Context: an optimization exercise on an open-source flow, tuned for small area and a short achievable clock period. The choices shown serve that exercise and are no tape-out recipe.
The RTL was checked by simulation tests, not by an equivalence proof against the original design.
The clock port is modelled as an ideal driver; clocking choices that lean on that would not hold on a real chip.
Power and IR drop assume default switching activity.

==> flow/config.mk <==
export PLATFORM = sky130hd
export DESIGN_NAME = SMC_top
export DESIGN_NICKNAME = SMC_top
export VERILOG_FILES = /design/flow/design.v
export SDC_FILE = /design/flow/constraint.sdc
export NUM_CORES = 4
export LEC_CHECK = 0
export ABC_AREA = 1
export CAP_MARGIN = 20
export CORE_MARGIN = 2
export CORE_UTILIZATION = 40
export CTS_BUF_LIST = sky130_fd_sc_hd__clkbuf_8
export SLEW_MARGIN = 20
==> flow/constraint.sdc <==
create_clock -name core_clock -period 30.0 [get_ports {clk}]
set_input_delay 6.0000 -clock core_clock [delete_from_list [all_inputs] [get_ports {clk}]]
set_output_delay 6.0000 -clock core_clock [all_outputs]
set_load 0.01 [all_outputs]
==> flow/design.v <==
module SMC_top (
    input            clk,
    input      [1:0] mode,
    input      [2:0] Vgs0, Vgs1, Vgs2, Vgs3, Vgs4, Vgs5,
    input      [2:0] Vds0, Vds1, Vds2, Vds3, Vds4, Vds5,
    input      [2:0] W0, W1, W2, W3, W4, W5,
    output reg [9:0] out
);
    reg [1:0] r_mode;
    reg [2:0] r_Vgs0, r_Vgs1, r_Vgs2, r_Vgs3, r_Vgs4, r_Vgs5;
    reg [2:0] r_Vds0, r_Vds1, r_Vds2, r_Vds3, r_Vds4, r_Vds5;
    reg [2:0] r_W0, r_W1, r_W2, r_W3, r_W4, r_W5;
    wire [9:0] core_out;
    always @(posedge clk) begin
        r_mode <= mode;
        r_Vgs0 <= Vgs0; r_Vgs1 <= Vgs1; r_Vgs2 <= Vgs2;
        r_Vgs3 <= Vgs3; r_Vgs4 <= Vgs4; r_Vgs5 <= Vgs5;
        r_Vds0 <= Vds0; r_Vds1 <= Vds1; r_Vds2 <= Vds2;
        r_Vds3 <= Vds3; r_Vds4 <= Vds4; r_Vds5 <= Vds5;
        r_W0 <= W0; r_W1 <= W1; r_W2 <= W2;
        r_W3 <= W3; r_W4 <= W4; r_W5 <= W5;
        out <= core_out;
    end
    SMC core (
        .out(core_out), .mode(r_mode),
        .Vgs0(r_Vgs0), .Vgs1(r_Vgs1), .Vgs2(r_Vgs2), .Vgs3(r_Vgs3), .Vgs4(r_Vgs4), .Vgs5(r_Vgs5),
        .Vds0(r_Vds0), .Vds1(r_Vds1), .Vds2(r_Vds2), .Vds3(r_Vds3), .Vds4(r_Vds4), .Vds5(r_Vds5),
        .W0(r_W0), .W1(r_W1), .W2(r_W2), .W3(r_W3), .W4(r_W4), .W5(r_W5)
    );
endmodule

module Calc(val, m, Vgs, Vds, W);
  output [6:0] val;
  wire [6:0] val;
  input m;
  wire m;
  input [2:0] Vgs;
  wire [2:0] Vgs;
  input [2:0] Vds;
  wire [2:0] Vds;
  input [2:0] W;
  wire [2:0] W;
  wire _0_;
  wire _100_;
  wire _101_;
  wire _102_;
  wire _103_;
  wire _104_;
  wire _105_;
  wire _106_;
  wire _107_;
  wire _108_;
  wire _109_;
  wire _10_;
  wire _110_;
  wire _111_;
  wire _112_;
  wire _113_;
  wire _114_;
  wire _115_;
  wire _116_;
  wire _117_;
  wire _118_;
  wire _119_;
  wire _11_;
  wire _120_;
  wire _121_;
  wire _122_;
  wire _123_;
  wire _124_;
  wire _125_;
  wire _126_;
  wire _127_;
  wire _128_;
  wire _129_;
  wire _12_;
  wire _130_;
  wire _131_;
  wire _132_;
  wire _133_;
  wire _134_;
  wire _135_;
  wire _136_;
  wire _137_;
  wire _138_;
  wire _139_;
  wire _13_;
  wire _140_;
  wire _141_;
  wire _142_;
  wire _143_;
  wire _144_;
  wire _145_;
  wire _146_;
  wire _147_;
  wire _14_;
  wire _15_;
  wire _16_;
  wire _17_;
  wire _18_;
  wire _19_;
  wire _1_;
  wire _20_;
  wire _21_;
  wire _22_;
  wire _23_;
  wire _24_;
  wire _25_;
  wire _26_;
  wire _27_;
  wire _28_;
  wire _29_;
  wire _2_;
  wire _30_;
  wire _31_;
  wire _32_;
  wire _33_;
  wire _34_;
  wire _35_;
  wire _36_;
  wire _37_;
  wire _38_;
  wire _39_;
  wire _3_;
  wire _40_;
  wire _41_;
  wire _42_;
  wire _43_;
  wire _44_;
  wire _45_;
  wire _46_;
  wire _47_;
  wire _48_;
  wire _49_;
  wire _4_;
  wire _50_;
  wire _51_;
  wire _52_;
  wire _53_;
  wire _54_;
  wire _55_;
  wire _56_;
  wire _57_;
  wire _58_;
  wire _59_;
  wire _5_;
  wire _60_;
  wire _61_;
  wire _62_;
  wire _63_;
  wire _64_;
  wire _65_;
  wire _66_;
  wire _67_;
  wire _68_;
  wire _69_;
  wire _6_;
  wire _70_;
  wire _71_;
  wire _72_;
  wire _73_;
  wire _74_;
  wire _75_;
  wire _76_;
  wire _77_;
  wire _78_;
  wire _79_;
  wire _7_;
  wire _80_;
  wire _81_;
  wire _82_;
  wire _83_;
  wire _84_;
  wire _85_;
  wire _86_;
  wire _87_;
  wire _88_;
  wire _89_;
  wire _8_;
  wire _90_;
  wire _91_;
  wire _92_;
  wire _93_;
  wire _94_;
  wire _95_;
  wire _96_;
  wire _97_;
  wire _98_;
  wire _99_;
  wire _9_;
  assign _130_ = Vgs[1] & ~(Vds[1]);
  assign _129_ = Vds[2] & ~(_130_);
  assign _128_ = Vgs[2] & ~(_129_);
  assign _127_ = _128_ & ~(Vds[0]);
  assign _126_ = Vgs[0] & ~(_128_);
  assign _125_ = _126_ | _127_;
  assign _124_ = ~Vgs[1];
  assign _123_ = ~(Vds[1] | Vds[2]);
  assign _122_ = _123_ & ~(_124_);
  assign _121_ = _125_ & ~(_122_);
  assign _120_ = m & ~(_121_);
  assign _119_ = W[2] & ~(W[1]);
  assign _118_ = W[2] | ~(W[1]);
  assign _117_ = _118_ & ~(_119_);
  assign _116_ = W[0] & ~(_117_);
  assign _115_ = _116_ | _119_;
  assign _114_ = ~(_115_ & _120_);
  assign _113_ = ~W[0];
  assign _112_ = _113_ & ~(_119_);
  assign _111_ = ~(_112_ | _116_);
  assign _110_ = ~(Vds[0] | Vds[2]);
  assign _109_ = _110_ | _123_;
  assign _108_ = _109_ | ~(Vgs[2]);
  assign _107_ = Vgs[1] | m;
  assign _106_ = ~(_107_ & Vds[2]);
  assign _105_ = Vds[1] | Vgs[1];
  assign _104_ = ~(Vds[1] & Vgs[1]);
  assign _103_ = _104_ & _105_;
  assign _102_ = m & ~(_103_);
  assign _101_ = Vgs[2] & ~(_102_);
  assign _100_ = Vds[2] | ~(Vgs[1]);
  assign _99_ = _124_ & ~(_123_);
  assign _98_ = _100_ & ~(_99_);
  assign _97_ = m & ~(_98_);
  assign _96_ = ~(_97_ | _110_);
  assign _95_ = ~m;
  assign _94_ = _110_ & ~(_95_);
  assign _93_ = _94_ | _96_;
  assign _92_ = Vgs[2] & ~(_93_);
  assign _91_ = ~(Vgs[0] & Vds[2]);
  assign _90_ = _91_ | _104_;
  assign _89_ = Vgs[0] | ~(m);
  assign _88_ = ~_89_;
  assign _87_ = _88_ & ~(_99_);
  assign _86_ = _90_ & ~(_87_);
  assign _85_ = _86_ | _92_;
  assign _84_ = _108_ | ~(_93_);
  assign _83_ = _123_ | ~(Vds[0]);
  assign _82_ = ~(Vgs[2] & m);
  assign _81_ = _82_ | _99_;
  assign _80_ = _83_ & ~(_81_);
  assign _79_ = _80_ | _88_;
  assign _78_ = _84_ & ~(_79_);
  assign _77_ = _85_ & ~(_78_);
  assign _76_ = _121_ | m;
  assign _75_ = ~(Vgs[0] | Vgs[2]);
  assign _74_ = Vgs[2] & ~(Vds[1]);
  assign _73_ = _74_ | _75_;
  assign _72_ = _76_ & ~(_73_);
  assign _71_ = _72_ | _77_;
  assign _70_ = _78_ | ~(_85_);
  assign _69_ = _76_ & ~(_70_);
  assign _68_ = _71_ & ~(_69_);
  assign _67_ = _68_ ^ _101_;
  assign _66_ = _106_ & ~(_67_);
  assign _65_ = _66_ | _108_;
  assign _64_ = _88_ | _121_;
  assign _63_ = _64_ | _65_;
  assign _62_ = Vgs[2] & ~(_100_);
  assign _61_ = _105_ & ~(_62_);
  assign _60_ = _61_ | Vgs[0];
  assign _59_ = Vgs[1] & Vgs[0];
  assign _58_ = _59_ & ~(Vgs[2]);
  assign _57_ = _60_ & ~(_58_);
  assign _56_ = _76_ & ~(_57_);
  assign _55_ = _56_ | _92_;
  assign _54_ = _63_ & ~(_55_);
  assign _53_ = _54_ | ~(_111_);
  assign _52_ = ~(_119_ & W[0]);
  assign _51_ = _113_ & ~(_118_);
  assign _50_ = _52_ & ~(_51_);
  assign _49_ = Vgs[1] | Vgs[0];
  assign _48_ = _49_ | ~(_109_);
  assign _47_ = _59_ | _95_;
  assign _46_ = _48_ & ~(_47_);
  assign _45_ = ~(_46_ | _50_);
  assign _44_ = _45_ & ~(_68_);
  assign _43_ = _53_ & ~(_44_);
  assign val[0] = _43_ ^ _114_;
  assign _42_ = W[2] & W[1];
  assign _41_ = ~_42_;
  assign _40_ = _103_ & ~(_82_);
  assign _39_ = _65_ & ~(_40_);
  assign _38_ = ~(_82_ | _91_);
  assign _37_ = _38_ | _39_;
  assign _36_ = ~(_37_ | _41_);
  assign _35_ = _38_ & ~(_124_);
  assign _34_ = _123_ | _124_;
  assign _33_ = _34_ & _91_;
  assign _32_ = _33_ | _82_;
  assign _31_ = _32_ | _35_;
  assign _30_ = _115_ & ~(_31_);
  assign _29_ = ~(_30_ | _36_);
  assign _28_ = _65_ | _81_;
  assign _27_ = _28_ | _50_;
  assign _26_ = ~(_28_ & _37_);
  assign _25_ = _31_ & ~(_26_);
  assign _24_ = _34_ | ~(_126_);
  assign _23_ = ~(Vgs[2] | Vds[2]);
  assign _22_ = _66_ & ~(_23_);
  assign _21_ = _24_ & ~(_22_);
  assign _20_ = _21_ & _26_;
  assign _19_ = _20_ | _25_;
  assign _18_ = _19_ | _50_;
  assign _17_ = _111_ & ~(_28_);
  assign _16_ = _18_ & ~(_17_);
  assign _15_ = ~(_21_ | _41_);
  assign _14_ = _115_ & ~(_37_);
  assign _13_ = ~(_14_ | _15_);
  assign _12_ = ~(_13_ & _16_);
  assign _11_ = _13_ ^ _16_;
  assign _10_ = ~(_41_ | _64_);
  assign _9_ = _115_ & ~(_21_);
  assign _8_ = _9_ | _10_;
  assign _7_ = ~(_50_ | _54_);
  assign _6_ = _111_ & ~(_70_);
  assign _5_ = _6_ | _7_;
  assign _4_ = _64_ | ~(_115_);
  assign _3_ = _120_ & ~(_41_);
  assign _2_ = _4_ & ~(_3_);
  assign _1_ = _5_ | ~(_2_);
  assign _0_ = _43_ | _114_;
  assign _147_ = _2_ ^ _5_;
  assign _146_ = _0_ & ~(_147_);
  assign _145_ = _1_ & ~(_146_);
  assign _144_ = _145_ | _8_;
  assign _143_ = _77_ & ~(_50_);
  assign _142_ = _111_ & ~(_19_);
  assign _141_ = ~(_142_ | _143_);
  assign _140_ = ~(_145_ ^ _8_);
  assign _139_ = _141_ & ~(_140_);
  assign _138_ = _144_ & ~(_139_);
  assign _137_ = _11_ & ~(_138_);
  assign _136_ = _12_ & ~(_137_);
  assign _135_ = _27_ & ~(_136_);
  assign val[4] = _135_ ^ _29_;
  assign val[2] = _140_ ^ _141_;
  assign val[6] = _35_ & ~(_41_);
  assign val[1] = _147_ ^ _0_;
  assign _134_ = ~(_135_ | _29_);
  assign _133_ = _42_ & ~(_31_);
  assign _132_ = _35_ & _115_;
  assign _131_ = _132_ | _133_;
  assign val[5] = _131_ | _134_;
  assign val[3] = _138_ ^ _11_;
endmodule
module Cmp7(a, b, ge);
  input [6:0] a;
  wire [6:0] a;
  input [6:0] b;
  wire [6:0] b;
  output ge;
  wire ge;
  wire _0_;
  wire _10_;
  wire _11_;
  wire _12_;
  wire _13_;
  wire _14_;
  wire _15_;
  wire _16_;
  wire _17_;
  wire _18_;
  wire _19_;
  wire _1_;
  wire _20_;
  wire _21_;
  wire _22_;
  wire _23_;
  wire _2_;
  wire _3_;
  wire _4_;
  wire _5_;
  wire _6_;
  wire _7_;
  wire _8_;
  wire _9_;
  assign _8_ = a[6] | ~(b[6]);
  assign _7_ = b[6] | ~(a[6]);
  assign _6_ = a[5] | ~(b[5]);
  assign _5_ = b[5] | ~(a[5]);
  assign _4_ = a[4] | ~(b[4]);
  assign _3_ = b[4] | ~(a[4]);
  assign _2_ = a[3] | ~(b[3]);
  assign _1_ = b[1] | ~(a[1]);
  assign _0_ = a[0] | ~(b[0]);
  assign _23_ = _1_ & ~(_0_);
  assign _22_ = b[2] & ~(a[2]);
  assign _21_ = b[1] & ~(a[1]);
  assign _20_ = _21_ | _22_;
  assign _19_ = _20_ | _23_;
  assign _18_ = a[3] & ~(b[3]);
  assign _17_ = a[2] & ~(b[2]);
  assign _16_ = _17_ | _18_;
  assign _15_ = _19_ & ~(_16_);
  assign _9_ = _2_ & ~(_15_);
  assign _10_ = _3_ & ~(_9_);
  assign _11_ = _4_ & ~(_10_);
  assign _12_ = _5_ & ~(_11_);
  assign _13_ = _6_ & ~(_12_);
  assign _14_ = _7_ & ~(_13_);
  assign ge = _8_ & ~(_14_);
endmodule
module Dec5(b, top, sp, sq, sr);
  input [4:0] b;
  wire [4:0] b;
  input top;
  wire top;
  output sp;
  wire sp;
  output sq;
  wire sq;
  output sr;
  wire sr;
  wire _0_;
  wire _10_;
  wire _11_;
  wire _12_;
  wire _13_;
  wire _14_;
  wire _15_;
  wire _16_;
  wire _17_;
  wire _18_;
  wire _19_;
  wire _1_;
  wire _20_;
  wire _2_;
  wire _3_;
  wire _4_;
  wire _5_;
  wire _6_;
  wire _7_;
  wire _8_;
  wire _9_;
  assign _11_ = b[2] & b[4];
  assign _10_ = b[0] ^ b[1];
  assign _9_ = ~(_10_ ^ b[3]);
  assign _8_ = b[2] ^ b[4];
  assign _7_ = _8_ & ~(_9_);
  assign _6_ = _7_ | _11_;
  assign _5_ = b[0] | b[1];
  assign _4_ = _10_ & ~(b[3]);
  assign _3_ = _5_ & ~(_4_);
  assign _2_ = _3_ & _6_;
  assign _1_ = _2_ ^ top;
  assign _0_ = ~(_8_ ^ _9_);
  assign _20_ = ~(_0_ ^ top);
  assign _19_ = ~(_3_ ^ _6_);
  assign _12_ = ~(_19_ & _20_);
  assign sq = _1_ & ~(_12_);
  assign _13_ = ~(_0_ & top);
  assign _14_ = _19_ | ~(_0_);
  assign _15_ = _3_ | _6_;
  assign _16_ = top & ~(_15_);
  assign _17_ = _14_ & ~(_16_);
  assign sp = _13_ & ~(_17_);
  assign _18_ = _16_ | _20_;
  assign sr = _1_ & ~(_18_);
endmodule
module Sort(
    output [5:0] sp, sq, sr,
    input top,
    input [6:0] n0, n1, n2, n3, n4, n5);
    wire g01;   
    Cmp7 k01(.a(n0), .b(n1), .ge(g01));
    wire g02;   
    Cmp7 k02(.a(n0), .b(n2), .ge(g02));
    wire g03;   
    Cmp7 k03(.a(n0), .b(n3), .ge(g03));
    wire g04;   
    Cmp7 k04(.a(n0), .b(n4), .ge(g04));
    wire g05;   
    Cmp7 k05(.a(n0), .b(n5), .ge(g05));
    wire g12;   
    Cmp7 k12(.a(n1), .b(n2), .ge(g12));
    wire g13;   
    Cmp7 k13(.a(n1), .b(n3), .ge(g13));
    wire g14;   
    Cmp7 k14(.a(n1), .b(n4), .ge(g14));
    wire g15;   
    Cmp7 k15(.a(n1), .b(n5), .ge(g15));
    wire g23;   
    Cmp7 k23(.a(n2), .b(n3), .ge(g23));
    wire g24;   
    Cmp7 k24(.a(n2), .b(n4), .ge(g24));
    wire g25;   
    Cmp7 k25(.a(n2), .b(n5), .ge(g25));
    wire g34;   
    Cmp7 k34(.a(n3), .b(n4), .ge(g34));
    wire g35;   
    Cmp7 k35(.a(n3), .b(n5), .ge(g35));
    wire g45;   
    Cmp7 k45(.a(n4), .b(n5), .ge(g45));
    Dec5 d0(.b({~g05, ~g04, ~g03, ~g02, ~g01}), .top(top), .sp(sp[0]), .sq(sq[0]), .sr(sr[0]));
    Dec5 d1(.b({~g15, ~g14, ~g13, ~g12, g01}), .top(top), .sp(sp[1]), .sq(sq[1]), .sr(sr[1]));
    Dec5 d2(.b({~g25, ~g24, ~g23, g12, g02}), .top(top), .sp(sp[2]), .sq(sq[2]), .sr(sr[2]));
    Dec5 d3(.b({~g35, ~g34, g23, g13, g03}), .top(top), .sp(sp[3]), .sq(sq[3]), .sr(sr[3]));
    Dec5 d4(.b({~g45, g34, g24, g14, g04}), .top(top), .sp(sp[4]), .sq(sq[4]), .sr(sr[4]));
    Dec5 d5(.b({g45, g35, g25, g15, g05}), .top(top), .sp(sp[5]), .sq(sq[5]), .sr(sr[5]));
endmodule
module Choose(out, w, sp, sq, sr, n0, n1, n2, n3, n4, n5);
  output [9:0] out;
  wire [9:0] out;
  input w;
  wire w;
  input [5:0] sp;
  wire [5:0] sp;
  input [5:0] sq;
  wire [5:0] sq;
  input [5:0] sr;
  wire [5:0] sr;
  input [6:0] n0;
  wire [6:0] n0;
  input [6:0] n1;
  wire [6:0] n1;
  input [6:0] n2;
  wire [6:0] n2;
  input [6:0] n3;
  wire [6:0] n3;
  input [6:0] n4;
  wire [6:0] n4;
  input [6:0] n5;
  wire [6:0] n5;
  wire _0_;
  wire _100_;
  wire _101_;
  wire _102_;
  wire _103_;
  wire _104_;
  wire _105_;
  wire _106_;
  wire _107_;
  wire _108_;
  wire _109_;
  wire _10_;
  wire _110_;
  wire _111_;
  wire _112_;
  wire _113_;
  wire _114_;
  wire _115_;
  wire _116_;
  wire _117_;
  wire _118_;
  wire _119_;
  wire _11_;
  wire _120_;
  wire _121_;
  wire _122_;
  wire _123_;
  wire _124_;
  wire _125_;
  wire _126_;
  wire _127_;
  wire _128_;
  wire _129_;
  wire _12_;
  wire _130_;
  wire _131_;
  wire _132_;
  wire _133_;
  wire _134_;
  wire _135_;
  wire _136_;
  wire _137_;
  wire _138_;
  wire _139_;
  wire _13_;
  wire _140_;
  wire _141_;
  wire _142_;
  wire _143_;
  wire _144_;
  wire _145_;
  wire _146_;
  wire _147_;
  wire _148_;
  wire _149_;
  wire _14_;
  wire _150_;
  wire _151_;
  wire _152_;
  wire _153_;
  wire _154_;
  wire _155_;
  wire _156_;
  wire _157_;
  wire _158_;
  wire _159_;
  wire _15_;
  wire _160_;
  wire _161_;
  wire _162_;
  wire _163_;
  wire _164_;
  wire _165_;
  wire _166_;
  wire _167_;
  wire _168_;
  wire _169_;
  wire _16_;
  wire _170_;
  wire _171_;
  wire _172_;
  wire _173_;
  wire _174_;
  wire _175_;
  wire _176_;
  wire _177_;
  wire _178_;
  wire _179_;
  wire _17_;
  wire _180_;
  wire _181_;
  wire _182_;
  wire _183_;
  wire _184_;
  wire _185_;
  wire _186_;
  wire _187_;
  wire _188_;
  wire _189_;
  wire _18_;
  wire _190_;
  wire _191_;
  wire _192_;
  wire _193_;
  wire _194_;
  wire _195_;
  wire _196_;
  wire _197_;
  wire _198_;
  wire _199_;
  wire _19_;
  wire _1_;
  wire _200_;
  wire _201_;
  wire _202_;
  wire _203_;
  wire _204_;
  wire _205_;
  wire _206_;
  wire _207_;
  wire _208_;
  wire _209_;
  wire _20_;
  wire _210_;
  wire _211_;
  wire _212_;
  wire _213_;
  wire _214_;
  wire _215_;
  wire _216_;
  wire _217_;
  wire _218_;
  wire _219_;
  wire _21_;
  wire _220_;
  wire _221_;
  wire _222_;
  wire _223_;
  wire _224_;
  wire _225_;
  wire _226_;
  wire _227_;
  wire _228_;
  wire _229_;
  wire _22_;
  wire _230_;
  wire _231_;
  wire _232_;
  wire _233_;
  wire _234_;
  wire _235_;
  wire _236_;
  wire _237_;
  wire _238_;
  wire _239_;
  wire _23_;
  wire _240_;
  wire _241_;
  wire _242_;
  wire _243_;
  wire _244_;
  wire _245_;
  wire _246_;
  wire _247_;
  wire _248_;
  wire _249_;
  wire _24_;
  wire _250_;
  wire _251_;
  wire _252_;
  wire _253_;
  wire _254_;
  wire _255_;
  wire _256_;
  wire _257_;
  wire _258_;
  wire _259_;
  wire _25_;
  wire _260_;
  wire _261_;
  wire _262_;
  wire _263_;
  wire _264_;
  wire _265_;
  wire _266_;
  wire _267_;
  wire _268_;
  wire _269_;
  wire _26_;
  wire _270_;
  wire _271_;
  wire _272_;
  wire _273_;
  wire _274_;
  wire _275_;
  wire _276_;
  wire _277_;
  wire _278_;
  wire _279_;
  wire _27_;
  wire _280_;
  wire _281_;
  wire _282_;
  wire _283_;
  wire _284_;
  wire _285_;
  wire _286_;
  wire _287_;
  wire _288_;
  wire _289_;
  wire _28_;
  wire _290_;
  wire _291_;
  wire _292_;
  wire _293_;
  wire _294_;
  wire _295_;
  wire _296_;
  wire _297_;
  wire _298_;
  wire _299_;
  wire _29_;
  wire _2_;
  wire _300_;
  wire _301_;
  wire _302_;
  wire _303_;
  wire _304_;
  wire _305_;
  wire _306_;
  wire _307_;
  wire _308_;
  wire _309_;
  wire _30_;
  wire _310_;
  wire _311_;
  wire _312_;
  wire _313_;
  wire _314_;
  wire _315_;
  wire _316_;
  wire _317_;
  wire _318_;
  wire _319_;
  wire _31_;
  wire _320_;
  wire _321_;
  wire _322_;
  wire _323_;
  wire _324_;
  wire _325_;
  wire _326_;
  wire _327_;
  wire _328_;
  wire _329_;
  wire _32_;
  wire _330_;
  wire _331_;
  wire _332_;
  wire _333_;
  wire _334_;
  wire _335_;
  wire _336_;
  wire _337_;
  wire _338_;
  wire _339_;
  wire _33_;
  wire _340_;
  wire _341_;
  wire _342_;
  wire _343_;
  wire _344_;
  wire _345_;
  wire _346_;
  wire _347_;
  wire _348_;
  wire _349_;
  wire _34_;
  wire _350_;
  wire _351_;
  wire _352_;
  wire _353_;
  wire _354_;
  wire _355_;
  wire _356_;
  wire _357_;
  wire _358_;
  wire _359_;
  wire _35_;
  wire _360_;
  wire _361_;
  wire _362_;
  wire _363_;
  wire _364_;
  wire _365_;
  wire _366_;
  wire _367_;
  wire _368_;
  wire _369_;
  wire _36_;
  wire _370_;
  wire _371_;
  wire _372_;
  wire _373_;
  wire _374_;
  wire _375_;
  wire _376_;
  wire _377_;
  wire _378_;
  wire _379_;
  wire _37_;
  wire _380_;
  wire _381_;
  wire _382_;
  wire _383_;
  wire _384_;
  wire _38_;
  wire _39_;
  wire _3_;
  wire _40_;
  wire _41_;
  wire _42_;
  wire _43_;
  wire _44_;
  wire _45_;
  wire _46_;
  wire _47_;
  wire _48_;
  wire _49_;
  wire _4_;
  wire _50_;
  wire _51_;
  wire _52_;
  wire _53_;
  wire _54_;
  wire _55_;
  wire _56_;
  wire _57_;
  wire _58_;
  wire _59_;
  wire _5_;
  wire _60_;
  wire _61_;
  wire _62_;
  wire _63_;
  wire _64_;
  wire _65_;
  wire _66_;
  wire _67_;
  wire _68_;
  wire _69_;
  wire _6_;
  wire _70_;
  wire _71_;
  wire _72_;
  wire _73_;
  wire _74_;
  wire _75_;
  wire _76_;
  wire _77_;
  wire _78_;
  wire _79_;
  wire _7_;
  wire _80_;
  wire _81_;
  wire _82_;
  wire _83_;
  wire _84_;
  wire _85_;
  wire _86_;
  wire _87_;
  wire _88_;
  wire _89_;
  wire _8_;
  wire _90_;
  wire _91_;
  wire _92_;
  wire _93_;
  wire _94_;
  wire _95_;
  wire _96_;
  wire _97_;
  wire _98_;
  wire _99_;
  wire _9_;
  wire _c115;
  wire _c116;
  wire _c117;
  wire _c118;
  wire _c119;
  wire _c120;
  wire _c121;
  wire _c122;
  wire _c22;
  wire _c61;
  assign _313_ = ~(n5[0] & sr[5]);
  assign _312_ = n0[0] & sr[0];
  assign _311_ = _313_ & ~(_312_);
  assign _310_ = n3[0] & sr[3];
  assign _309_ = n4[0] & sr[4];
  assign _308_ = _309_ | _310_;
  assign _307_ = n1[0] & sr[1];
  assign _306_ = n2[0] & sr[2];
  assign _305_ = _306_ | _307_;
  assign _304_ = _305_ | _308_;
  assign _303_ = _311_ & ~(_304_);
  assign _302_ = w & ~(_303_);
  assign _301_ = ~(n4[1] & sp[4]);
  assign _300_ = n0[1] & sp[0];
  assign _299_ = _301_ & ~(_300_);
  assign _298_ = n2[1] & sp[2];
  assign _297_ = n5[1] & sp[5];
  assign _296_ = _297_ | _298_;
  assign _295_ = n3[1] & sp[3];
  assign _294_ = n1[1] & sp[1];
  assign _293_ = _294_ | _295_;
  assign _292_ = _293_ | _296_;
  assign _291_ = _299_ & ~(_292_);
  assign _290_ = ~(sr[4] & n4[1]);
  assign _289_ = sr[0] & n0[1];
  assign _288_ = _290_ & ~(_289_);
  assign _287_ = sr[5] & n5[1];
  assign _286_ = sr[3] & n3[1];
  assign _285_ = _286_ | _287_;
  assign _284_ = sr[2] & n2[1];
  assign _283_ = sr[1] & n1[1];
  assign _282_ = _283_ | _284_;
  assign _281_ = _282_ | _285_;
  assign _280_ = _288_ & ~(_281_);
  assign _279_ = _280_ ^ _291_;
  assign _278_ = ~(sq[5] & n5[1]);
  assign _277_ = sq[1] & n1[1];
  assign _276_ = _278_ & ~(_277_);
  assign _275_ = sq[2] & n2[1];
  assign _274_ = sq[3] & n3[1];
  assign _273_ = _274_ | _275_;
  assign _272_ = sq[4] & n4[1];
  assign _271_ = sq[0] & n0[1];
  assign _270_ = _271_ | _272_;
  assign _269_ = _270_ | _273_;
  assign _268_ = _276_ & ~(_269_);
  assign _267_ = _268_ | w;
  assign _266_ = ~(n3[0] & sp[3]);
  assign _265_ = n0[0] & sp[0];
  assign _264_ = _266_ & ~(_265_);
  assign _263_ = n4[0] & sp[4];
  assign _262_ = n5[0] & sp[5];
  assign _261_ = _262_ | _263_;
  assign _260_ = n2[0] & sp[2];
  assign _259_ = n1[0] & sp[1];
  assign _258_ = _259_ | _260_;
  assign _257_ = _258_ | _261_;
  assign _256_ = _264_ & ~(_257_);
  assign _255_ = w & ~(_256_);
  assign _254_ = _267_ & ~(_255_);
  assign _253_ = _254_ ^ _279_;
  assign _252_ = _256_ | _303_;
  assign _251_ = ~w;
  assign _250_ = ~(n4[0] & sq[4]);
  assign _249_ = n2[0] & sq[2];
  assign _248_ = _250_ & ~(_249_);
  assign _247_ = n3[0] & sq[3];
  assign _246_ = n5[0] & sq[5];
  assign _245_ = _246_ | _247_;
  assign _244_ = n1[0] & sq[1];
  assign _243_ = n0[0] & sq[0];
  assign _242_ = _243_ | _244_;
  assign _241_ = _242_ | _245_;
  assign _240_ = _248_ & ~(_241_);
  assign _239_ = _251_ & ~(_240_);
  assign _238_ = ~(_256_ ^ _303_);
  assign _237_ = _239_ & ~(_238_);
  assign _236_ = _252_ & ~(_237_);
  assign _235_ = _236_ | _253_;
  assign _234_ = ~(n2[2] & sp[2]);
  assign _233_ = n1[2] & sp[1];
  assign _232_ = _234_ & ~(_233_);
  assign _231_ = n5[2] & sp[5];
  assign _230_ = n4[2] & sp[4];
  assign _229_ = _230_ | _231_;
  assign _228_ = n0[2] & sp[0];
  assign _227_ = n3[2] & sp[3];
  assign _226_ = _227_ | _228_;
  assign _225_ = _226_ | _229_;
  assign _224_ = _232_ & ~(_225_);
  assign _223_ = ~(n2[2] & sr[2]);
  assign _222_ = n1[2] & sr[1];
  assign _221_ = _223_ & ~(_222_);
  assign _220_ = n5[2] & sr[5];
  assign _219_ = n3[2] & sr[3];
  assign _218_ = _219_ | _220_;
  assign _217_ = n0[2] & sr[0];
  assign _216_ = n4[2] & sr[4];
  assign _215_ = _216_ | _217_;
  assign _214_ = _215_ | _218_;
  assign _213_ = _221_ & ~(_214_);
  assign _212_ = _213_ ^ _224_;
  assign _211_ = ~(n5[2] & sq[5]);
  assign _210_ = n0[2] & sq[0];
  assign _209_ = _211_ & ~(_210_);
  assign _208_ = n3[2] & sq[3];
  assign _207_ = n4[2] & sq[4];
  assign _206_ = _207_ | _208_;
  assign _205_ = n2[2] & sq[2];
  assign _204_ = n1[2] & sq[1];
  assign _203_ = _204_ | _205_;
  assign _202_ = _203_ | _206_;
  assign _201_ = _209_ & ~(_202_);
  assign _200_ = _201_ | w;
  assign _199_ = w & ~(_291_);
  assign _198_ = _200_ & ~(_199_);
  assign _197_ = _198_ ^ _212_;
  assign _196_ = w & ~(_240_);
  assign _195_ = _280_ | _291_;
  assign _194_ = _279_ & ~(_254_);
  assign _193_ = _195_ & ~(_194_);
  assign _192_ = ~(_193_ ^ _196_);
  assign _191_ = _192_ ^ _197_;
  assign _190_ = ~(_191_ ^ _235_);
  assign _c115 = ~(_190_ ^ _302_);
  assign _189_ = w & ~(_280_);
  assign _188_ = _196_ | ~(_193_);
  assign _187_ = _192_ & _197_;
  assign _186_ = _188_ & ~(_187_);
  assign _185_ = _186_ ^ _189_;
  assign _184_ = ~(n3[3] & sr[3]);
  assign _183_ = n2[3] & sr[2];
  assign _182_ = _184_ & ~(_183_);
  assign _181_ = n5[3] & sr[5];
  assign _180_ = n4[3] & sr[4];
  assign _179_ = _180_ | _181_;
  assign _178_ = n0[3] & sr[0];
  assign _177_ = n1[3] & sr[1];
  assign _176_ = _177_ | _178_;
  assign _175_ = _176_ | _179_;
  assign _174_ = _182_ & ~(_175_);
  assign _173_ = ~(n4[3] & sp[4]);
  assign _172_ = n2[3] & sp[2];
  assign _171_ = _173_ & ~(_172_);
  assign _170_ = n5[3] & sp[5];
  assign _169_ = n3[3] & sp[3];
  assign _168_ = _169_ | _170_;
  assign _167_ = n0[3] & sp[0];
  assign _166_ = n1[3] & sp[1];
  assign _165_ = _166_ | _167_;
  assign _164_ = _165_ | _168_;
  assign _163_ = _171_ & ~(_164_);
  assign _162_ = _163_ ^ _174_;
  assign _161_ = ~(n1[3] & sq[1]);
  assign _160_ = n3[3] & sq[3];
  assign _159_ = _161_ & ~(_160_);
  assign _158_ = n5[3] & sq[5];
  assign _157_ = n4[3] & sq[4];
  assign _156_ = _157_ | _158_;
  assign _155_ = n0[3] & sq[0];
  assign _154_ = n2[3] & sq[2];
  assign _153_ = _154_ | _155_;
  assign _152_ = _153_ | _156_;
  assign _151_ = _159_ & ~(_152_);
  assign _150_ = _151_ | w;
  assign _149_ = w & ~(_224_);
  assign _148_ = _150_ & ~(_149_);
  assign _147_ = _148_ ^ _162_;
  assign _146_ = w & ~(_268_);
  assign _145_ = _213_ | _224_;
  assign _144_ = _212_ & ~(_198_);
  assign _143_ = _145_ & ~(_144_);
  assign _142_ = ~(_143_ ^ _146_);
  assign _141_ = _142_ ^ _147_;
  assign _140_ = _141_ ^ _185_;
  assign _139_ = _191_ | _235_;
  assign _138_ = _302_ & ~(_190_);
  assign _137_ = _139_ & ~(_138_);
  assign _c116 = _137_ ^ _140_;
  assign _136_ = _137_ | _140_;
  assign _135_ = _186_ | _189_;
  assign _134_ = _141_ & _185_;
  assign _133_ = _134_ | ~(_135_);
  assign _132_ = w & ~(_213_);
  assign _131_ = _146_ | ~(_143_);
  assign _130_ = _142_ & _147_;
  assign _129_ = _131_ & ~(_130_);
  assign _128_ = _129_ ^ _132_;
  assign _127_ = ~(n2[4] & sr[2]);
  assign _126_ = n3[4] & sr[3];
  assign _125_ = _127_ & ~(_126_);
  assign _124_ = n5[4] & sr[5];
  assign _123_ = n4[4] & sr[4];
  assign _122_ = _123_ | _124_;
  assign _121_ = n1[4] & sr[1];
  assign _120_ = n0[4] & sr[0];
  assign _119_ = _120_ | _121_;
  assign _118_ = _119_ | _122_;
  assign _117_ = _125_ & ~(_118_);
  assign _116_ = ~(n3[4] & sp[3]);
  assign _115_ = n2[4] & sp[2];
  assign _114_ = _116_ & ~(_115_);
  assign _113_ = n5[4] & sp[5];
  assign _112_ = n4[4] & sp[4];
  assign _111_ = _112_ | _113_;
  assign _110_ = n0[4] & sp[0];
  assign _109_ = n1[4] & sp[1];
  assign _108_ = _109_ | _110_;
  assign _107_ = _108_ | _111_;
  assign _106_ = _114_ & ~(_107_);
  assign _105_ = _106_ ^ _117_;
  assign _104_ = ~(n3[4] & sq[3]);
  assign _103_ = n2[4] & sq[2];
  assign _102_ = _104_ & ~(_103_);
  assign _101_ = n5[4] & sq[5];
  assign _100_ = n4[4] & sq[4];
  assign _99_ = _100_ | _101_;
  assign _98_ = n0[4] & sq[0];
  assign _97_ = n1[4] & sq[1];
  assign _96_ = _97_ | _98_;
  assign _95_ = _96_ | _99_;
  assign _94_ = _102_ & ~(_95_);
  assign _93_ = _94_ | w;
  assign _92_ = w & ~(_163_);
  assign _91_ = _93_ & ~(_92_);
  assign _90_ = _91_ ^ _105_;
  assign _89_ = w & ~(_201_);
  assign _88_ = _163_ | _174_;
  assign _87_ = _162_ & ~(_148_);
  assign _86_ = _88_ & ~(_87_);
  assign _85_ = ~(_86_ ^ _89_);
  assign _84_ = _85_ ^ _90_;
  assign _83_ = ~(_84_ ^ _128_);
  assign _82_ = _83_ ^ _133_;
  assign _c117 = _82_ ^ _136_;
  assign _81_ = ~(n1[5] & sr[1]);
  assign _80_ = n3[5] & sr[3];
  assign _79_ = _81_ & ~(_80_);
  assign _78_ = n4[5] & sr[4];
  assign _77_ = n5[5] & sr[5];
  assign _76_ = _77_ | _78_;
  assign _75_ = n0[5] & sr[0];
  assign _74_ = n2[5] & sr[2];
  assign _73_ = _74_ | _75_;
  assign _72_ = _73_ | _76_;
  assign _71_ = _79_ & ~(_72_);
  assign _70_ = ~(n1[5] & sp[1]);
  assign _69_ = n4[5] & sp[4];
  assign _68_ = _70_ & ~(_69_);
  assign _67_ = n3[5] & sp[3];
  assign _66_ = n5[5] & sp[5];
  assign _65_ = _66_ | _67_;
  assign _64_ = n0[5] & sp[0];
  assign _63_ = n2[5] & sp[2];
  assign _62_ = _63_ | _64_;
  assign _61_ = _62_ | _65_;
  assign _60_ = _68_ & ~(_61_);
  assign _59_ = _60_ ^ _71_;
  assign _58_ = ~(n1[5] & sq[1]);
  assign _57_ = n3[5] & sq[3];
  assign _56_ = _58_ & ~(_57_);
  assign _55_ = n4[5] & sq[4];
  assign _54_ = n5[5] & sq[5];
  assign _53_ = _54_ | _55_;
  assign _52_ = n0[5] & sq[0];
  assign _51_ = n2[5] & sq[2];
  assign _50_ = _51_ | _52_;
  assign _49_ = _50_ | _53_;
  assign _48_ = _56_ & ~(_49_);
  assign _47_ = _48_ | w;
  assign _46_ = w & ~(_106_);
  assign _45_ = _47_ & ~(_46_);
  assign _44_ = ~(_45_ ^ _59_);
  assign _43_ = w & ~(_151_);
  assign _42_ = _106_ | _117_;
  assign _41_ = _105_ & ~(_91_);
  assign _40_ = _42_ & ~(_41_);
  assign _39_ = ~(_40_ ^ _43_);
  assign _38_ = ~(_39_ ^ _44_);
  assign _37_ = w & ~(_174_);
  assign _36_ = _89_ | ~(_86_);
  assign _35_ = _85_ & _90_;
  assign _34_ = _36_ & ~(_35_);
  assign _33_ = _34_ ^ _37_;
  assign _32_ = ~(_33_ ^ _38_);
  assign _31_ = _129_ | _132_;
  assign _30_ = _84_ & _128_;
  assign _29_ = _31_ & ~(_30_);
  assign _28_ = _29_ ^ _32_;
  assign _27_ = _133_ & ~(_83_);
  assign _26_ = _136_ & ~(_82_);
  assign _25_ = _26_ | _27_;
  assign _c118 = ~(_25_ ^ _28_);
  assign _24_ = ~(n5[6] & sp[5]);
  assign _23_ = n2[6] & sp[2];
  assign _22_ = _24_ & ~(_23_);
  assign _21_ = n4[6] & sp[4];
  assign _20_ = n3[6] & sp[3];
  assign _19_ = _20_ | _21_;
  assign _18_ = n0[6] & sp[0];
  assign _17_ = n1[6] & sp[1];
  assign _16_ = _17_ | _18_;
  assign _15_ = _16_ | _19_;
  assign _14_ = _22_ & ~(_15_);
  assign _13_ = n1[6] & sr[1];
  assign _12_ = n3[6] & sr[3];
  assign _11_ = ~(_12_ | _13_);
  assign _10_ = n4[6] & sr[4];
  assign _9_ = n5[6] & sr[5];
  assign _8_ = _9_ | _10_;
  assign _7_ = n0[6] & sr[0];
  assign _6_ = n2[6] & sr[2];
  assign _5_ = _6_ | _7_;
  assign _4_ = _5_ | _8_;
  assign _3_ = _11_ & ~(_4_);
  assign _2_ = _3_ ^ _14_;
  assign _1_ = ~(n2[6] & sq[2]);
  assign _0_ = n3[6] & sq[3];
  assign _384_ = _1_ & ~(_0_);
  assign _383_ = n5[6] & sq[5];
  assign _382_ = n4[6] & sq[4];
  assign _381_ = _382_ | _383_;
  assign _380_ = n0[6] & sq[0];
  assign _379_ = n1[6] & sq[1];
  assign _378_ = _379_ | _380_;
  assign _377_ = _378_ | _381_;
  assign _376_ = _384_ & ~(_377_);
  assign _375_ = _376_ | w;
  assign _374_ = w & ~(_60_);
  assign _373_ = _375_ & ~(_374_);
  assign _372_ = ~(_373_ ^ _2_);
  assign _371_ = _94_ | _251_;
  assign _370_ = ~(_60_ & _71_);
  assign _369_ = _45_ & _59_;
  assign _368_ = _370_ & ~(_369_);
  assign _367_ = ~(_368_ ^ _371_);
  assign _366_ = ~(_367_ ^ _372_);
  assign _365_ = w & ~(_117_);
  assign _364_ = ~_365_;
  assign _363_ = _43_ & ~(_40_);
  assign _362_ = _39_ & _44_;
  assign _361_ = ~(_362_ | _363_);
  assign _360_ = _361_ ^ _364_;
  assign _359_ = _360_ ^ _366_;
  assign _358_ = _34_ | _37_;
  assign _357_ = _33_ & _38_;
  assign _356_ = _358_ & ~(_357_);
  assign _355_ = ~(_356_ ^ _359_);
  assign _354_ = ~(_29_ & _32_);
  assign _353_ = _28_ & ~(_25_);
  assign _352_ = _354_ & ~(_353_);
  assign _c119 = ~(_352_ ^ _355_);
  assign _351_ = _14_ ^ _48_;
  assign _350_ = _351_ ^ _71_;
  assign _349_ = w & ~(_350_);
  assign _348_ = _371_ | ~(_368_);
  assign _347_ = _367_ & _372_;
  assign _346_ = _348_ & ~(_347_);
  assign _345_ = ~(_346_ ^ _349_);
  assign _344_ = ~(_3_ & _14_);
  assign _343_ = _373_ & _2_;
  assign _342_ = _344_ & ~(_343_);
  assign _341_ = ~(_342_ ^ _345_);
  assign _314_ = ~(_361_ & _364_);
  assign _315_ = _360_ & _366_;
  assign _316_ = _314_ & ~(_315_);
  assign _317_ = ~(_316_ ^ _341_);
  assign _318_ = _359_ | ~(_356_);
  assign _319_ = _355_ & ~(_352_);
  assign _320_ = _318_ & ~(_319_);
  assign _c120 = ~(_320_ ^ _317_);
  assign _321_ = ~(_376_ ^ _3_);
  assign _322_ = ~(_14_ & _48_);
  assign _323_ = _351_ & _71_;
  assign _324_ = _322_ & ~(_323_);
  assign _325_ = _324_ ^ _321_;
  assign _326_ = w & ~(_325_);
  assign _327_ = _349_ & ~(_346_);
  assign _328_ = _342_ & _345_;
  assign _329_ = _328_ | _327_;
  assign _330_ = _341_ | ~(_316_);
  assign _331_ = _317_ & ~(_320_);
  assign _332_ = _330_ & ~(_331_);
  assign _333_ = ~(_332_ ^ _329_);
  assign _c121 = _333_ ^ _326_;
  assign _334_ = _329_ & ~(_332_);
  assign _335_ = _333_ & _326_;
  assign _336_ = _335_ | _334_;
  assign _337_ = _324_ | _321_;
  assign _338_ = _376_ & _3_;
  assign _339_ = _338_ | _251_;
  assign _340_ = _337_ & ~(_339_);
  assign _c122 = _340_ ^ _336_;
  assign _c61 = _236_ ^ _253_;
  assign _c22 = ~(_238_ ^ _239_);
  assign out = { _c122, _c121, _c120, _c119, _c118, _c117, _c116, _c115, _c61, _c22 };
endmodule
module SMC(output [9:0] out,
           input [1:0] mode,
           input [2:0] Vgs0, Vgs1, Vgs2, Vgs3, Vgs4, Vgs5,
           input [2:0] Vds0, Vds1, Vds2, Vds3, Vds4, Vds5,
           input [2:0] W0, W1, W2, W3, W4, W5
           );
    wire [6:0] n0, n1, n2, n3, n4, n5;
    Calc c0(.val(n0), .m(mode[0]), .Vgs(Vgs0), .Vds(Vds0), .W(W0));
    Calc c1(.val(n1), .m(mode[0]), .Vgs(Vgs1), .Vds(Vds1), .W(W1));
    Calc c2(.val(n2), .m(mode[0]), .Vgs(Vgs2), .Vds(Vds2), .W(W2));
    Calc c3(.val(n3), .m(mode[0]), .Vgs(Vgs3), .Vds(Vds3), .W(W3));
    Calc c4(.val(n4), .m(mode[0]), .Vgs(Vgs4), .Vds(Vds4), .W(W4));
    Calc c5(.val(n5), .m(mode[0]), .Vgs(Vgs5), .Vds(Vds5), .W(W5));
    wire [5:0] sp, sq, sr;
    Sort sort_val(.sp(sp), .sq(sq), .sr(sr), .top(mode[1]),
                  .n0(n0), .n1(n1), .n2(n2), .n3(n3), .n4(n4), .n5(n5));
    Choose choose_out(.out(out), .w(mode[0]), .sp(sp), .sq(sq), .sr(sr),
                      .n0(n0), .n1(n1), .n2(n2), .n3(n3), .n4(n4), .n5(n5));
endmodule
==> flow/flow/run.sh <==
#!/bin/bash
# Own flow: the standard synthesis, then the combinational cells are
# re-mapped by ABC (flip-flops kept as they are, same names and cells); the standard flow's
# standard layout with small port buffers. After clock tree synthesis the
# output registers' clock pins get a short buffer chain of their own, so they
# are clocked a little later than the input registers (skew that helps the
# register-to-register paths; it only lengthens the paths to the outputs).
set -euo pipefail
HERE=$(pwd)
R=$HERE/orfs/results/$FLOW_PLATFORM/SMC_top/base
LIB=$FLOW_HOME/platforms/sky130hd/lib/sky130_fd_sc_hd__tt_025C_1v80.lib
source $HERE/flow/params.sh
bash standard.sh synth > synth_std.log 2>&1
cp $R/1_2_yosys.v $HERE/synth_std.v
DU=$(grep -A40 "DONT_USE_CELLS +=" $FLOW_HOME/platforms/sky130hd/config.mk | grep -o "sky130_fd_sc_hd__[a-z0-9_]*" | sed 's/^/-dont_use /' | tr '\n' ' ')
cat > resynth.ys <<EOT
read_liberty -ignore_miss_func $LIB
blackbox sky130_fd_sc_hd__dfxtp_1
read_verilog $HERE/synth_std.v
hierarchy -top $FLOW_TOP
flatten
opt_clean
abc -script $HERE/flow/resynth.abc -liberty $LIB $DU -D $ABC_D
opt_clean -purge
hilomap -singleton -hicell sky130_fd_sc_hd__conb_1 HI -locell sky130_fd_sc_hd__conb_1 LO
stat -liberty $LIB
write_verilog -noattr -nohex -nodec $HERE/synth_re.v
EOT
yosys -s resynth.ys > resynth.log 2>&1
cp $HERE/synth_re.v $R/1_2_yosys.v
rm -f $R/1_synth.odb $R/1_synth.sdc
bash standard.sh "BUFFER_PORTS_ARGS=$PORT_BUF_ARGS" $EXTRA_MAKE cts > layout_cts.log 2>&1
if [[ -n "$SKEW_CELLS" ]]; then
  # SKEW_CELLS: candidate chains separated by ';'. Each is tried on the placed
  # design; the one that leaves the largest worst setup slack (with no hold
  # violation) is kept.
  cp $R/4_cts.odb $HERE/4_cts_noskew.odb
  best=""; best_ws=-1000; i=0
  IFS=';' read -ra CANDS <<< "$SKEW_CELLS"
  for chain in "${CANDS[@]}"; do
    i=$((i+1))
    cp $HERE/4_cts_noskew.odb $R/4_cts.odb
    R=$R LIB=$LIB SKEW_CELLS="$chain" HOLD_FIX="${HOLD_FIX:-}" SKEW_WRITE=0 openroad -no_init -exit $HERE/flow/skew.tcl > skew_try$i.log 2>&1 || true
    res=$(grep '^RESULT' skew_try$i.log | tail -1 || true)
    ws=$(echo "$res" | awk '{print $2}'); wh=$(echo "$res" | awk '{print $3}')
    echo "candidate $i {$chain}: setup $ws hold $wh" >> skew_choice.log
    if [[ -n "$ws" ]] && awk -v ws="$ws" -v wh="$wh" -v b="$best_ws" 'BEGIN { exit !(wh >= 0 && ws > b) }'; then
      best="$chain"; best_ws=$ws
    fi
  done
  echo "chosen {$best}" >> skew_choice.log
  cp $HERE/4_cts_noskew.odb $R/4_cts.odb
  if [[ -n "$best" ]]; then
    R=$R LIB=$LIB SKEW_CELLS="$best" HOLD_FIX="${HOLD_FIX:-}" SKEW_WRITE=1 openroad -no_init -exit $HERE/flow/skew.tcl > skew.log 2>&1
  fi
fi
bash standard.sh "BUFFER_PORTS_ARGS=$PORT_BUF_ARGS" $EXTRA_MAKE finish > layout.log 2>&1
==> flow/flow/params.sh <==
ABC_D=7000
PORT_BUF_ARGS="-buffer_cell sky130_fd_sc_hd__buf_1"
EXTRA_MAKE=""
SKEW_CELLS="sky130_fd_sc_hd__clkdlybuf4s50_1 sky130_fd_sc_hd__clkbuf_8;sky130_fd_sc_hd__clkdlybuf4s50_1 sky130_fd_sc_hd__clkdlybuf4s15_1 sky130_fd_sc_hd__clkbuf_8;sky130_fd_sc_hd__clkdlybuf4s50_1 sky130_fd_sc_hd__clkdlybuf4s25_1 sky130_fd_sc_hd__clkbuf_8;sky130_fd_sc_hd__clkdlybuf4s50_1 sky130_fd_sc_hd__clkdlybuf4s50_1 sky130_fd_sc_hd__clkbuf_8;sky130_fd_sc_hd__clkdlybuf4s50_1 sky130_fd_sc_hd__clkdlybuf4s50_1 sky130_fd_sc_hd__clkdlybuf4s25_1 sky130_fd_sc_hd__clkbuf_8"
HOLD_FIX="sky130_fd_sc_hd__dlygate4sd3_1 0.15 1.5"
==> flow/flow/resynth.abc <==
strash; dch; map -D 7000; topo; buffer -p; upsize -D 7000; dnsize -D 7000
==> flow/flow/skew.tcl <==
# Give the output registers (out[*]) a clock branch of their own: a chain of
# the cells in SKEW_CELLS (first nearest the clock tree), the last one driving
# all of their clock pins. Edits 4_cts.odb in place.
proc load {} {
  read_db $::env(R)/4_cts.odb
  read_liberty $::env(LIB)
  read_sdc $::env(R)/4_cts.sdc
  set_propagated_clock [all_clocks]
  source $::env(FLOW_HOME)/platforms/sky130hd/setRC.tcl
  estimate_parasitics -placement
}
proc apply_chain {chain} {
  set pins {}
  set xs 0; set ys 0
  foreach c [get_cells *] {
    if {[regexp {^out\[} [get_full_name $c]] && [string match "sky130_fd_sc_hd__dfxtp_*" [get_property $c ref_name]]} {
      lappend pins [get_pins -of_objects $c -filter "name == CLK"]
      set bb [[sta::sta_to_db_inst $c] getBBox]
      set xs [expr {$xs + [$bb xMin]}]; set ys [expr {$ys + [$bb yMin]}]
    }
  }
  set n [llength $pins]
  puts "output registers: $n"
  set loc [list [expr {$xs / $n / 1000.0}] [expr {$ys / $n / 1000.0}]]
  puts "before:"
  report_clock_skew
  set tip $pins
  set diff 1
  foreach cell [lreverse $chain] {
    if {$diff} {
      insert_buffer -buffer_cell $cell -load_pins $tip -load_pins_on_diff_nets -location $loc
    } else {
      insert_buffer -buffer_cell $cell -load_pins $tip -location $loc
    }
    set diff 0
    set drv [get_pins -of_objects [get_nets -of_objects [lindex $tip 0]] -filter "direction == output"]
    set buf [get_cells -of_objects $drv]
    puts "inserted [get_full_name $buf] ([get_property $buf ref_name])"
    set tip [list [get_pins -of_objects $buf -filter "direction == input"]]
  }
  detailed_placement
  estimate_parasitics -placement
  # Hold: the mode registers reach the outputs both through long paths and
  # through short ones. Delay only the short branches (loads whose paths have
  # setup slack to spare), so that the long paths keep the skew's gain.
  proc mode_loads {net} {
    set out {}
    foreach p [get_pins -of_objects $net -filter "direction == input"] {
      set c [get_cells -of_objects $p]
      if {[regexp {^sky130_fd_sc_hd__(buf|clkbuf|inv|clkinv)_} [get_property $c ref_name]]} {
        set o [get_pins -of_objects $c -filter "direction == output"]
        set out [concat $out [mode_loads [get_nets -of_objects $o]]]
      } else {
        lappend out $p
      }
    }
    return $out
  }
  if {[info exists ::env(HOLD_FIX)] && $::env(HOLD_FIX) ne ""} {
    lassign $::env(HOLD_FIX) hold_cell hold_target setup_guard
    set ws [worst_slack -max]; puts "worst setup slack $ws"
    foreach r [get_cells r_mode*] {
      set q [get_pins -of_objects $r -filter "direction == output"]
      set pick {}
      foreach p [mode_loads [get_nets -of_objects $q]] {
        set smin [get_property $p slack_min]
        set smax [get_property $p slack_max]
        if {$smin < $hold_target && $smax > $ws + $setup_guard} { lappend pick $p; puts "  pick [get_full_name $p] min $smin max $smax" }
      }
      puts "[get_full_name $r]: [llength $pick] short-path loads delayed"
      if {[llength $pick] > 0} {
        insert_buffer -buffer_cell $hold_cell -load_pins $pick -load_pins_on_diff_nets
      }
    }
    detailed_placement
    estimate_parasitics -placement
  }
}
load
apply_chain $::env(SKEW_CELLS)
puts "RESULT [worst_slack -max] [worst_slack -min]"
if {$::env(SKEW_WRITE) eq "0"} { exit 0 }
check_placement -verbose
puts "after:"
report_clock_skew
report_checks -path_delay max -digits 3
puts "reg2reg:"
report_checks -path_delay max -to [all_registers -data_pins] -digits 3 -format end
report_checks -path_delay min -digits 3
report_checks -to [all_outputs] -path_delay max -digits 3
write_db $::env(R)/4_cts.odb
==> flow/standard.sh <==
#!/bin/bash
# synth_recipe.tcl (not shown) runs the flow's synth.tcl, then flattens the netlist and writes it again
# the make line also repeats each setting of config.mk as NAME=value (left out here)
make -C /OpenROAD-flow-scripts/flow DESIGN_CONFIG=/design/flow/config.mk WORK_HOME=/design/flow/orfs CLKGATE_MAP_FILE= SYNTH_SCRIPT=/design/flow/synth_recipe.tcl "${@:-finish}"
==> reports/results.md, run 1 <==
| Step | Item | Reported |
| --- | --- | --- |
| layout | Net total in the final layout | 1618 |
| clock network | CTS H-tree depth | 3 |
| floorplanning | Area of the core | 20800 um2 |
| setup path | Arrival time worst endpoint | 10260 ps |
| floorplanning | Horiz. Die Dim | 149 um |
| placement | Cell count after placement | 1819 |
| power | Leakage power | 4.31 nW |
| timing | Maximum clock frequency | 116 MHz |
| setup path | Setup CP Type | reg2reg |
| power | PwrDens | 125 nW/um2 |
| global routing | GRT overflow | 0 |
| route | Number of detailed-routing iterations run before antenna repair | 7 |
| route | Post-detailed-route via-to-cell ratio | 5.51 |
| setup path | Cell class contributing the biggest share of worst-path delay | compound AO/OA/AOI/OAI gates |
| clock network | TritonCTS sink count | 66 |
| clock network | Clock Pin Slew Worst Setup and Hold Paths | 90 ps |
| layout | Cell Count, Final, Fillers Out | 1841 |
| placement | Global placement routability congestion | 0.986 |
| setup path | Stage delay of the slowest cell on the critical path | 660 ps |
| setup path | Critical-path top delay cell | xor2_1 |
| timing | Max-Slew Margin vs Limit | 31.0% |
| setup path | Kind of start point of the critical path | register |
| logic synthesis | Mean area per synthesized cell | 5.68 um2 |
| logic synthesis | Post-synthesis instance total | 1483 |
| timing | Max Clock Skew | 1390 ps |
| route | Post-detailed-route DRC marker count | 0 |
| min path | Worst min-delay path class | reg2reg |
| power | Total Power Consumption | 1.15 mW |
| setup path | Kind of end point of the critical path | register |
| placement | Input/output buffers | 66 |
| floorplanning | Effective utilization at floorplan | 40.5% |
| floorplanning | Full die area | 22300 um2 |
| route | ANT nets after route | 0 |
| global routing | Met2 track demand over resource | 40.2% |
| timing | RSZ-0062 raised after global routing | no |
| clock network | Maximum count of clock buffers along a single path | 2 |
| layout | Area overhead of the layout relative to synthesis | 9.83% |
| setup path | Required @ worst endpoint | 31630 ps |
| layout | Ratio of cells with drive above 1 in the final layout | 4.15% |
| clock network | Number of buffers added to fix hold violations after cts | 0 |
| timing | Setup Viol. Count Final | 0 |
| power | Peak supply drop | 0.0846 mV |
| setup path | Most common cell type on the critical path | nand2_1 |
| clock network | Setup fix buffers added after clock tree synthesis | 0 |
| timing | Final count of hold timing violations | 0 |
| global routing | Pin count of the biggest net entering global routing | 44 |
| clock network | TritonCTS buffer count | 9 |
| route | Vias after detailed routing | 10.1k |
| logic synthesis | Post-synthesis instance area | 8430 um2 |
| placement | DP Wirelength | 20500 um |
| timing | Ratio of final minimum period to clock period | 28.8% |
| floorplanning | Ports placed on the boundary | 67 |
| layout | Core occupancy in the finished layout | 44.5% |
| layout | Number of flip-flops under the largest register name | 10 |
| setup path | Worst reg2reg setup slack | 21370 ps |
| setup path | Worst Path Max Fanout | 43 |
| clock network | Clock latency on the worst-skew pair | 1740 ps |
| outcome | Run status | complete, no violations |
| global routing | Global-route total usage across every layer | 23.5% |
| global routing | Busiest metal layer after global routing | met2 |
| floorplanning | Die Ht | 149 um |
| setup path | Buffers and inverters on the worst path | 6 |
| floorplanning | FP Rows | 53 |
| route | Wire per inst | 14.2 um |
| route | Number of design-rule violations left by the first detailed-router iteration | 927 |
| layout | Inserted Diodes | 0 |
| global routing | Global-route wire length before repair | 43200 um |
| timing | Clock period minus final worst setup slack | 8630 ps |
| clock network | CTS tree | done |
| timing | Max-slew violation count | 0 |
| clock network | Number of gates given a new drive strength after cts | 0 |
| logic synthesis | Synthesized Nets | 1540 |
| global routing | Initial antenna violation count | 0 |
| timing | TNS Setup | 0 ps |
| global routing | Met3 capacity usage during global routing | 3.55% |
| timing | Least-Margin Pin Slew | 1030 ps |
| route | Aggregate routed wire length | 26100 um |
| clock network | Master cell of the clock root buffer | clkbuf_8 |
| run | Max-cap violations | 0 |
| global routing | GR Util met1 | 29.9% |
| logic synthesis | Yosys warns | 1 |
| layout | Biggest register | out |
| global routing | Vias in the first global route | 9300 |
==> worst min-delay path: stages (launching register included) <==
cell and delay (ps):
dfxtp_1 320, inv_1 60, nor2_1 40, inv_1 130, nor2_1 70, buf_4 170, a22oi_1 200, nand2_1 140
inv_1 90, nand2_1 50, nand3_1 90, xor2_1 60
==> layout by cell type (no fill, tap or decap), drive strengths merged, types with 7 or more instances in the layout <==
cell and n:
buf 68, nor3 14, dfxtp 66, a221oi 11, or2 30, o211ai 10
nor2 237, o21a 9, o22ai 85, clkbuf 10, a31oi 7, o21ai 115
a21boi 12, a22oi 18, a21oi 103, xnor2 20, nand2 327, xor2 52
o221ai 31, o32ai 8, nand3 36, inv 226
==> final cells by class <==
type	count	area [um2]
multi-input cells	1184	6230
inverters	226	848
fillers	2241	11600
well taps	275	344
flip-flops and latches	66	1320
repair buffers	70	283
clock buffers	13	168
clock inverters	7	60.1
==> path summary, 6_finish.rpt <==
check / start / to / cells after the start
max reg2reg: r_mode[0] / out[8] / 53
min reg2reg: r_W4[1] / out[9] / 11
min: r_W4[1] / out[9] / 11
max: r_mode[0] / out[8] / 53
==> per-stage QoR <==
step | worst slack (ps) | area [um2] | hold slack (ps)
6_report | 21370 | 9260 | 107
5_1_grt | 20240 | 9260 | 239
4_1_cts | 20030 | 9190 | 906
3_5_place_dp | 20060 | 9010 | 891
3_3_place_gp | 20050 | 9010 | 900
2_1_floorplan | 21650 | 8430 | 1020
==> metal layers <==
layer	up-vias	routed length (um)
met4	0	745
met1	4495	11600
met2	370	12100
li1	5216	-
met3	60	1630
met5	-	0
==> report_power, final <==
| part | total (mW) | leakage (nW) | internal [mW] | switching, mW |
|---|---|---|---|---|
| clock | 0.0865 | 0.104 | 0.0405 | 0.0460 |
| combinational | 0.955 | 3.65 | 0.346 | 0.609 |
| sequential | 0.113 | 0.556 | 0.108 | 0.00586 |
| total | 1.15 | 4.31 | 0.494 | 0.661 |
==> run 2, diff against run 1 <==
==> flow/flow/params.sh (replaced) <==
ABC_D=6000
PORT_BUF_ARGS="-buffer_cell sky130_fd_sc_hd__buf_1"
EXTRA_MAKE=""
SKEW_CELLS="sky130_fd_sc_hd__clkdlybuf4s50_1 sky130_fd_sc_hd__clkbuf_8;sky130_fd_sc_hd__clkdlybuf4s50_1 sky130_fd_sc_hd__clkdlybuf4s15_1 sky130_fd_sc_hd__clkbuf_8;sky130_fd_sc_hd__clkdlybuf4s50_1 sky130_fd_sc_hd__clkdlybuf4s25_1 sky130_fd_sc_hd__clkbuf_8;sky130_fd_sc_hd__clkdlybuf4s50_1 sky130_fd_sc_hd__clkdlybuf4s50_1 sky130_fd_sc_hd__clkbuf_8;sky130_fd_sc_hd__clkdlybuf4s50_1 sky130_fd_sc_hd__clkdlybuf4s50_1 sky130_fd_sc_hd__clkdlybuf4s25_1 sky130_fd_sc_hd__clkbuf_8"
HOLD_FIX="sky130_fd_sc_hd__dlygate4sd3_1 0.15 1.5"
==> flow/flow/resynth.abc (replaced) <==
strash; dch; map -D 6000; topo; buffer -p; upsize -D 6000; dnsize -D 6000
==> reports/results.md, run 2 <==
| Step | Item | Reported |
| --- | --- | --- |
| layout | Commonest non-fill, non-tap cells in the layout | 341 x nand2_1, 190 x nor2_1, 165 x inv_1 |
| clock network | Clock Pin Slew Worst Setup and Hold Paths | 80 ps |
| clock network | Master cell of the clock root buffer | clkbuf_8 |
| logic synthesis | Synthesized Nets | 1574 |
| setup path | Stage delay of the slowest cell on the critical path | 720 ps |
| placement | DP Wirelength | 22200 um |
| layout | Inserted Diodes | 0 |
| floorplanning | Full die area | 23900 um2 |
| floorplanning | Ports placed on the boundary | 67 |
| logic synthesis | Post-synthesis instance total | 1517 |
| timing | Max-slew violation count | 0 |
| layout | Most common cell after layout, fill and taps aside | nand2_1 |
| timing | Worst slack on hold paths | 331 ps |
| floorplanning | FP Rows | 55 |
| layout | Number of flip-flops under the largest register name | 10 |
| clock network | TritonCTS sink count | 66 |
| clock network | TritonCTS buffer count | 9 |
| route | Vias after detailed routing | 10.7k |
| route | Aggregate routed wire length | 28200 um |
| global routing | Global-route wire length before repair | 47000 um |
| timing | Clock period minus final worst setup slack | 7970 ps |
| route | Number of design-rule violations left by the first detailed-router iteration | 1053 |
| timing | Max Clock Skew | 893 ps |
| setup path | Required @ worst endpoint | 31150 ps |
| layout | Net total in the final layout | 1649 |
| power | PwrDens | 128 nW/um2 |
| global routing | Global-route total usage across every layer | 23.6% |
| route | Wire per inst | 15.0 um |
| clock network | Maximum count of clock buffers along a single path | 2 |
| route | Number of detailed-routing iterations run before antenna repair | 6 |
| route | Post-detailed-route DRC marker count | 0 |
| route | ANT nets after route | 0 |
| global routing | Pin count of the biggest net entering global routing | 57 |
| layout | Fillers | 2420 |
| global routing | GRT overflow | 0 |
| timing | Max-Slew Margin vs Limit | 32.8% |
| clock network | CTS H-tree depth | 3 |
| global routing | Initial antenna violation count | 0 |
| layout | Core occupancy in the finished layout | 44.2% |
| clock network | Setup fix buffers added after clock tree synthesis | 0 |
| setup path | Critical-path top delay cell | xor2_1 |
| timing | Setup Viol. Count Final | 0 |
| floorplanning | Area of the core | 22400 um2 |
| layout | Biggest register | out |
| outcome | Run status | complete, no violations |
| setup path | Setup CP Type | reg2reg |
| layout | Area of combinational cells with multiple inputs | 6840 um2 |
| floorplanning | Die Ht | 155 um |
| power | Peak supply drop | 0.0967 mV |
| logic synthesis | Yosys warns | 1 |
| setup path | Arrival time worst endpoint | 9110 ps |
| timing | RSZ-0062 raised after global routing | no |
| timing | TNS Setup | 0 ps |
| global routing | Vias in the first global route | 9752 |
| timing | Ratio of final minimum period to clock period | 26.6% |
| layout | Ratio of cells with drive above 1 in the final layout | 11.2% |
| timing | Least-Margin Pin Slew | 1000 ps |
| logic synthesis | Post-synthesis instance area | 9070 um2 |
| clock network | CTS tree | done |
| floorplanning | Horiz. Die Dim | 155 um |
| power | Leakage power | 4.39 nW |
| min path | Worst min-delay path class | reg2reg |
| setup path | Kind of start point of the critical path | register |
| route | Post-detailed-route via-to-cell ratio | 5.67 |
| logic synthesis | Mean area per synthesized cell | 5.98 um2 |
| timing | Maximum clock frequency | 126 MHz |
| timing | Final count of hold timing violations | 0 |
| clock network | Number of buffers added to fix hold violations after cts | 0 |
| placement | Input/output buffers | 66 |
| layout | Area overhead of the layout relative to synthesis | 9.35% |
| placement | Global placement routability congestion | 1.09 |
| layout | Register Area | 1320 um2 |
| floorplanning | Effective utilization at floorplan | 40.4% |
| setup path | Most common cell type on the critical path | nand2_1 |
| clock network | Clock latency on the worst-skew pair | 1260 ps |
| setup path | Worst Path Max Fanout | 56 |
| run | Max-cap violations | 0 |
| setup path | Kind of end point of the critical path | register |
| clock network | Number of gates given a new drive strength after cts | 0 |
-- run 2: layer usage --
layer  GRT usage [%]  routed length [um]  part of all wire, %
met5               0                   0                    0
met1            31.3               12700                   45
met2            39.4               12700                   45
met4            7.89                 725                  2.6
met3            3.22                2100                  7.4
-- run 2: worst max-delay path: cells and delay by family, from the launching register on --
family | cells | cell delay (ps)
AOI/OAI and AO/OA | 20 | 3100
xor gates and xnor gates | 3 | 1100
DFF | 1 | 320
and+or+nand+nor | 24 | 3640
buffers and inverters | 2 | 600
-- run 2: final cells by class --
type / instances / share of cell area, %
clock buffers: 13 / 1.73
repair buffers: 68 / 2.67
flip-flops and latches: 66 / 13.3
well taps: 285 / 3.59
clock inverters: 6 / 0.883
multi-input cells: 1220 / 69.0
inverters: 224 / 8.82
-- run 2: metrics by stage --
stage	instances	worst slack (ps)	power [mW]	area (um2)
after floorplan	1517	22320	0.944	9070
after global placement	1862	21320	1.15	9650
after detailed placement	1862	21320	1.15	9650
after CTS	1878	21250	1.25	9880
after global routing	1882	21200	1.41	9920
final	1882	22030	1.27	9920
-- run 2: worst paths after layout --
kind,start,endpoint,slack [ps],depth (start not counted)
worst max-delay path,r_mode[0],out[9],22030,49
worst min-delay path,r_mode[0],out[1],330,6
worst max register to register,r_mode[0],out[9],22030,49
worst min register to register,r_mode[0],out[1],330,6
-- run 2: report_power, final --
| part | internal, mW | total [mW] | switching, mW |
|---|---|---|---|
| Combinational | 0.367 | 1.06 | 0.689 |
| Clock | 0.0559 | 0.0992 | 0.0433 |
| Sequential | 0.106 | 0.113 | 0.00712 |
| Total | 0.528 | 1.27 | 0.740 |

==> separate check: timing with driven ports <==
The results above use ideal ports. As a check the final layouts listed here were re-extracted and re-timed, cells and wires unchanged. Step 1: set_driving_cell puts a clkbuf_16 on clk and a buf_2 on each other input, an assumption about the parent block. Step 2, shift: input delay + t, output delay - t, t = (earliest + latest rising clock arrival at the registers) / 2. This alone moves slack from input paths to output paths. Three values: ideal, step 1, step 2; two values: the first two.
run	shift t [ns]	slack for setup (ns)	latest minus earliest clock arrival (ns)	pins driven straight from the clock port
run 1	1.087	21.370 / 21.370 / 21.370	1.386 / 1.386	1
run 2	0.852	22.034 / 22.034 / 22.034	0.893 / 0.893	1
Clock arrivals are far apart in run 1 and run 2, so t is only a midpoint there and step 2 fits no single register.
